Background: an optimization exercise with open tools, aiming at small area, a short achievable clock period and few clock cycles per item. Do not read the settings as production practice. RTL that was checked went through simulation tests only; none was proved equivalent to the original. Power figures rest on the tool's default switching activity, not on a simulated workload.

==> module div, before the edit <==
module div(
    input [0:0]         clk,
    input [0:0]         rstn,
    input flush_by_writeback,
    input [0:0]         div_en_in,
    input [0:0]         div_op,
    input [0:0]         div_sign,
    input [ 31:0 ]      div_sr0,
    input [ 31:0 ]      div_sr1,
    input [ 4:0 ]       div_addr_in,
    input [31:0]        div_pc_in,
    input [31:0]        div_inst_in,
    output reg [0:0]    div_en_out,
    output reg [0:0]    stall_by_div,
    output [ 31:0 ]     div_result,
    output [ 4:0 ]      div_addr_out,
    output [31:0]       div_pc_out,
    output [31:0]       div_inst_out
);
localparam PREP = 2'd0;
localparam ITER = 2'd1;
localparam NEG  = 2'd2;
reg [1:0]  phase;
reg [31:0] rem;       
reg [34:0] y;         
reg        cin;       
reg [31:0] quo;       
reg [5:0]  pa;        
reg [5:0]  pb;        
reg [4:0]  cnt;       
reg        sa_r;      
reg        qn;        
reg        sel;       
reg        neg;       
reg [4:0]  addr;
reg [31:0] pc;
reg [31:0] inst;
wire        sa = div_sign & div_sr0[31];
wire        sb = div_sign & div_sr1[31];
wire [5:0]  pa_w;
wire [5:0]  pb_w;
wire [31:0] xa = sa ? {~div_sr0[30:0], 1'b1} : div_sr0;
wire [31:0] xb = div_sr1 ^ {32{sb}};
wire        bz_w = div_sr1 == 0;
exe_log2_plus_one log2_1(xa, pa_w);
exe_log2_plus_one log2_2(xb, pb_w);
wire [6:0]  dw;
wire        dw_co;
exe_add_pfx #(.W(7), .L(3)) dwsub (.a({pa_w[5], pa_w}), .b(~{pb_w[5], pb_w}), .ci(1'b1), .s(dw), .co(dw_co));
wire        skip   = bz_w | dw[6];
wire        direct = ~sa & ~bz_w & (dw[6:1] == 6'd0);
wire [6:0]  d;
wire        d_co;
exe_add_pfx #(.W(7), .L(3)) dsub (.a({pa[5], pa}), .b(~{pb[5], pb}), .ci(1'b1), .s(d), .co(d_co));
wire [69:0] ysh = {y, {35{cin}}} << {d[5:1], 1'b0};
wire [34:0] y2 = {y[33:0], cin};
wire [31:0] t1, t2, t3;
wire [2:0]  h1, h2;
wire [3:0]  h3;
wire        c1, c2, c3;
exe_add_pfx #(.W(35), .L(6)) add1 (.a({3'b000, rem}), .b(y),  .ci(cin), .s({h1, t1}), .co(c1));
exe_add_pfx #(.W(35), .L(6)) add2 (.a({3'b000, rem}), .b(y2), .ci(cin), .s({h2, t2}), .co(c2));
wire [34:0] cs_s = {3'b000, rem} ^ y ^ y2;
wire [34:0] cs_c = ({3'b000, rem} & y) | ({3'b000, rem} & y2) | (y & y2);
exe_add_pfx #(.W(36), .L(6)) add3 (.a({1'b0, cs_s}), .b({cs_c, cin}), .ci(cin), .s({h3, t3}), .co(c3));
wire        ge1 = c1;
wire        ge2 = c2;
wire        ge3 = c3;
wire [31:0] rn  = ({32{ge3}} & t3) | ({32{ge2 & ~ge3}} & t2) |
                  ({32{ge1 & ~ge2}} & t1) | ({32{~ge1}} & rem);
wire [31:0] mag = sel ? rem : quo;
wire [31:0] nmag;
exe_neg_pfx #(.W(32), .L(5)) ng (.x(mag), .y(nmag));
assign div_result   = mag;
assign div_addr_out = addr;
assign div_pc_out   = pc;
assign div_inst_out = inst;
wire start = div_en_in & ~div_en_out;
wire fin   = (phase == NEG) || (phase == ITER && cnt == 0 && !neg);
always @(posedge clk) begin
    if (!rstn || flush_by_writeback) begin
        stall_by_div <= 0;
        div_en_out   <= 0;
    end else if (stall_by_div) begin
        if (fin) begin
            stall_by_div <= 0;
            div_en_out   <= 1;
        end
    end else begin
        stall_by_div <= start & ~skip;
        div_en_out   <= start & skip;
    end
end
always @(posedge clk) begin
    if (stall_by_div) begin
        case (phase)
            PREP: begin
                if (sa_r) rem <= nmag;
                quo   <= 0;
                y     <= ysh[69:35];
                cnt   <= d[5:1];
                neg   <= sel ? sa_r : qn;
                phase <= ITER;
            end
            ITER: begin
                rem <= rn;
                quo <= {quo[29:0], ge2, ge3 | (ge1 & ~ge2)};
                y   <= {2'b11, y[34:2]};
                cnt <= cnt - 1;
                if (cnt == 0) phase <= NEG;
            end
            default: begin
                rem <= nmag;
                quo <= {quo[29:0], ge2, ge3 | (ge1 & ~ge2)};
                y   <= {2'b11, y[34:2]};
                sel <= 1;
            end
        endcase
    end else begin
        phase <= direct ? ITER : PREP;
        cnt   <= 0;
        rem   <= div_sr0;
        quo   <= (skip | direct) ? 32'd0 : div_sr0;
        y     <= {3'b111, div_sr1 ^ {32{~sb}}};
        cin   <= ~sb;
        pa    <= pa_w;
        pb    <= pb_w;
        sa_r  <= sa;
        qn    <= sa ^ sb;
        sel   <= div_op;
        neg   <= direct & ~div_op & sb;
        addr  <= div_addr_in;
        pc    <= div_pc_in;
        inst  <= div_inst_in;
    end
end
endmodule
==> flow/config.mk <==
export PLATFORM = sky130hd
export DESIGN_NAME = div
export DESIGN_NICKNAME = div
export VERILOG_FILES = /design/flow/design.v
export SDC_FILE = /design/flow/constraint.sdc
export NUM_CORES = 4
export LEC_CHECK = 0
export CAP_MARGIN = 20
export CORE_MARGIN = 2
export CORE_UTILIZATION = 40
export PLACE_DENSITY = 0.6
export SETUP_SLACK_MARGIN = 2
export SLEW_MARGIN = 20
==> flow/constraint.sdc <==
create_clock -name core_clock -period 6.0 [get_ports {clk}]
set_input_delay 1.2000 -clock core_clock [delete_from_list [all_inputs] [get_ports {clk}]]
set_output_delay 1.2000 -clock core_clock [all_outputs]
set_load 0.01 [all_outputs]
run.sh (not shown) runs the stock make flow with config.mk's settings and CLKGATE_MAP_FILE= SYNTH_SCRIPT=/design/flow/synth_recipe.tcl, a recipe that flattens the netlist after the stock synthesis.
Edit:
--- a/flow/design.v
+++ b/flow/design.v
@@ -105,10 +105,11 @@
 reg [34:0] y;         
 reg        cin;       
 reg [31:0] quo;       
 reg [5:0]  pa;        
 reg [5:0]  pb;        
+reg        bz;        
 reg [4:0]  cnt;       
 reg        sa_r;      
 reg        qn;        
 reg        sel;       
 reg        neg;       
@@ -117,23 +118,16 @@
 reg [31:0] inst;
 wire        sa = div_sign & div_sr0[31];
 wire        sb = div_sign & div_sr1[31];
 wire [5:0]  pa_w;
 wire [5:0]  pb_w;
-wire [31:0] xa = sa ? {~div_sr0[30:0], 1'b1} : div_sr0;
-wire [31:0] xb = div_sr1 ^ {32{sb}};
-wire        bz_w = div_sr1 == 0;
-exe_log2_plus_one log2_1(xa, pa_w);
-exe_log2_plus_one log2_2(xb, pb_w);
-wire [6:0]  dw;
-wire        dw_co;
-exe_add_pfx #(.W(7), .L(3)) dwsub (.a({pa_w[5], pa_w}), .b(~{pb_w[5], pb_w}), .ci(1'b1), .s(dw), .co(dw_co));
-wire        skip   = bz_w | dw[6];
-wire        direct = ~sa & ~bz_w & (dw[6:1] == 6'd0);
+exe_log2_plus_one log2_1(sa ? {~div_sr0[30:0], 1'b1} : div_sr0, pa_w);
+exe_log2_plus_one log2_2(div_sr1 ^ {32{sb}}, pb_w);
 wire [6:0]  d;
 wire        d_co;
 exe_add_pfx #(.W(7), .L(3)) dsub (.a({pa[5], pa}), .b(~{pb[5], pb}), .ci(1'b1), .s(d), .co(d_co));
+wire        go  = ~d[6] & ~bz;
 wire [69:0] ysh = {y, {35{cin}}} << {d[5:1], 1'b0};
 wire [34:0] y2 = {y[33:0], cin};
 wire [31:0] t1, t2, t3;
 wire [2:0]  h1, h2;
 wire [3:0]  h3;
@@ -144,48 +138,47 @@
 wire [34:0] cs_c = ({3'b000, rem} & y) | ({3'b000, rem} & y2) | (y & y2);
 exe_add_pfx #(.W(36), .L(6)) add3 (.a({1'b0, cs_s}), .b({cs_c, cin}), .ci(cin), .s({h3, t3}), .co(c3));
 wire        ge1 = c1;
 wire        ge2 = c2;
 wire        ge3 = c3;
-wire [31:0] rn  = ({32{ge3}} & t3) | ({32{ge2 & ~ge3}} & t2) |
-                  ({32{ge1 & ~ge2}} & t1) | ({32{~ge1}} & rem);
 wire [31:0] mag = sel ? rem : quo;
 wire [31:0] nmag;
 exe_neg_pfx #(.W(32), .L(5)) ng (.x(mag), .y(nmag));
 assign div_result   = mag;
 assign div_addr_out = addr;
 assign div_pc_out   = pc;
 assign div_inst_out = inst;
 wire start = div_en_in & ~div_en_out;
-wire fin   = (phase == NEG) || (phase == ITER && cnt == 0 && !neg);
+wire fin   = (phase == NEG) || (phase == ITER && cnt == 0 && !neg) ||
+             (phase == PREP && !go);
 always @(posedge clk) begin
     if (!rstn || flush_by_writeback) begin
         stall_by_div <= 0;
         div_en_out   <= 0;
     end else if (stall_by_div) begin
         if (fin) begin
             stall_by_div <= 0;
             div_en_out   <= 1;
         end
     end else begin
-        stall_by_div <= start & ~skip;
-        div_en_out   <= start & skip;
+        stall_by_div <= start;
+        div_en_out   <= 0;
     end
 end
 always @(posedge clk) begin
     if (stall_by_div) begin
         case (phase)
             PREP: begin
-                if (sa_r) rem <= nmag;
+                if (sa_r & go) rem <= nmag;
                 quo   <= 0;
                 y     <= ysh[69:35];
                 cnt   <= d[5:1];
-                neg   <= sel ? sa_r : qn;
+                neg   <= go & (sel ? sa_r : qn);
                 phase <= ITER;
             end
             ITER: begin
-                rem <= rn;
+                if (ge1) rem <= ge2 ? (ge3 ? t3 : t2) : t1;
                 quo <= {quo[29:0], ge2, ge3 | (ge1 & ~ge2)};
                 y   <= {2'b11, y[34:2]};
                 cnt <= cnt - 1;
                 if (cnt == 0) phase <= NEG;
             end
@@ -195,22 +188,21 @@
                 y   <= {2'b11, y[34:2]};
                 sel <= 1;
             end
         endcase
     end else begin
-        phase <= direct ? ITER : PREP;
-        cnt   <= 0;
+        phase <= PREP;
         rem   <= div_sr0;
-        quo   <= (skip | direct) ? 32'd0 : div_sr0;
+        quo   <= div_sr0;
         y     <= {3'b111, div_sr1 ^ {32{~sb}}};
         cin   <= ~sb;
         pa    <= pa_w;
         pb    <= pb_w;
+        bz    <= div_sr1 == 0;
         sa_r  <= sa;
         qn    <= sa ^ sb;
         sel   <= div_op;
-        neg   <= direct & ~div_op & sb;
         addr  <= div_addr_in;
         pc    <= div_pc_in;
         inst  <= div_inst_in;
     end
 end
Effect:
- cell count shrinks by 1.4%
- register-to-register slack improves by 0.09 ns
- worst setup slack is better by 0.93 ns
- power decreases by about 8%
- non-clock buffer count decreases by 73
- first-iteration DRC count shrinks by about 9%
- core utilization fell by 1.7 points
- final area went down by 6.3%
- die area went down by about 3.3%
Testbench counts after the change, summed over its fixed seeds: cycles 87,333, items 12,000.
The RTL of the first run of this note was laid out without a check of its function.
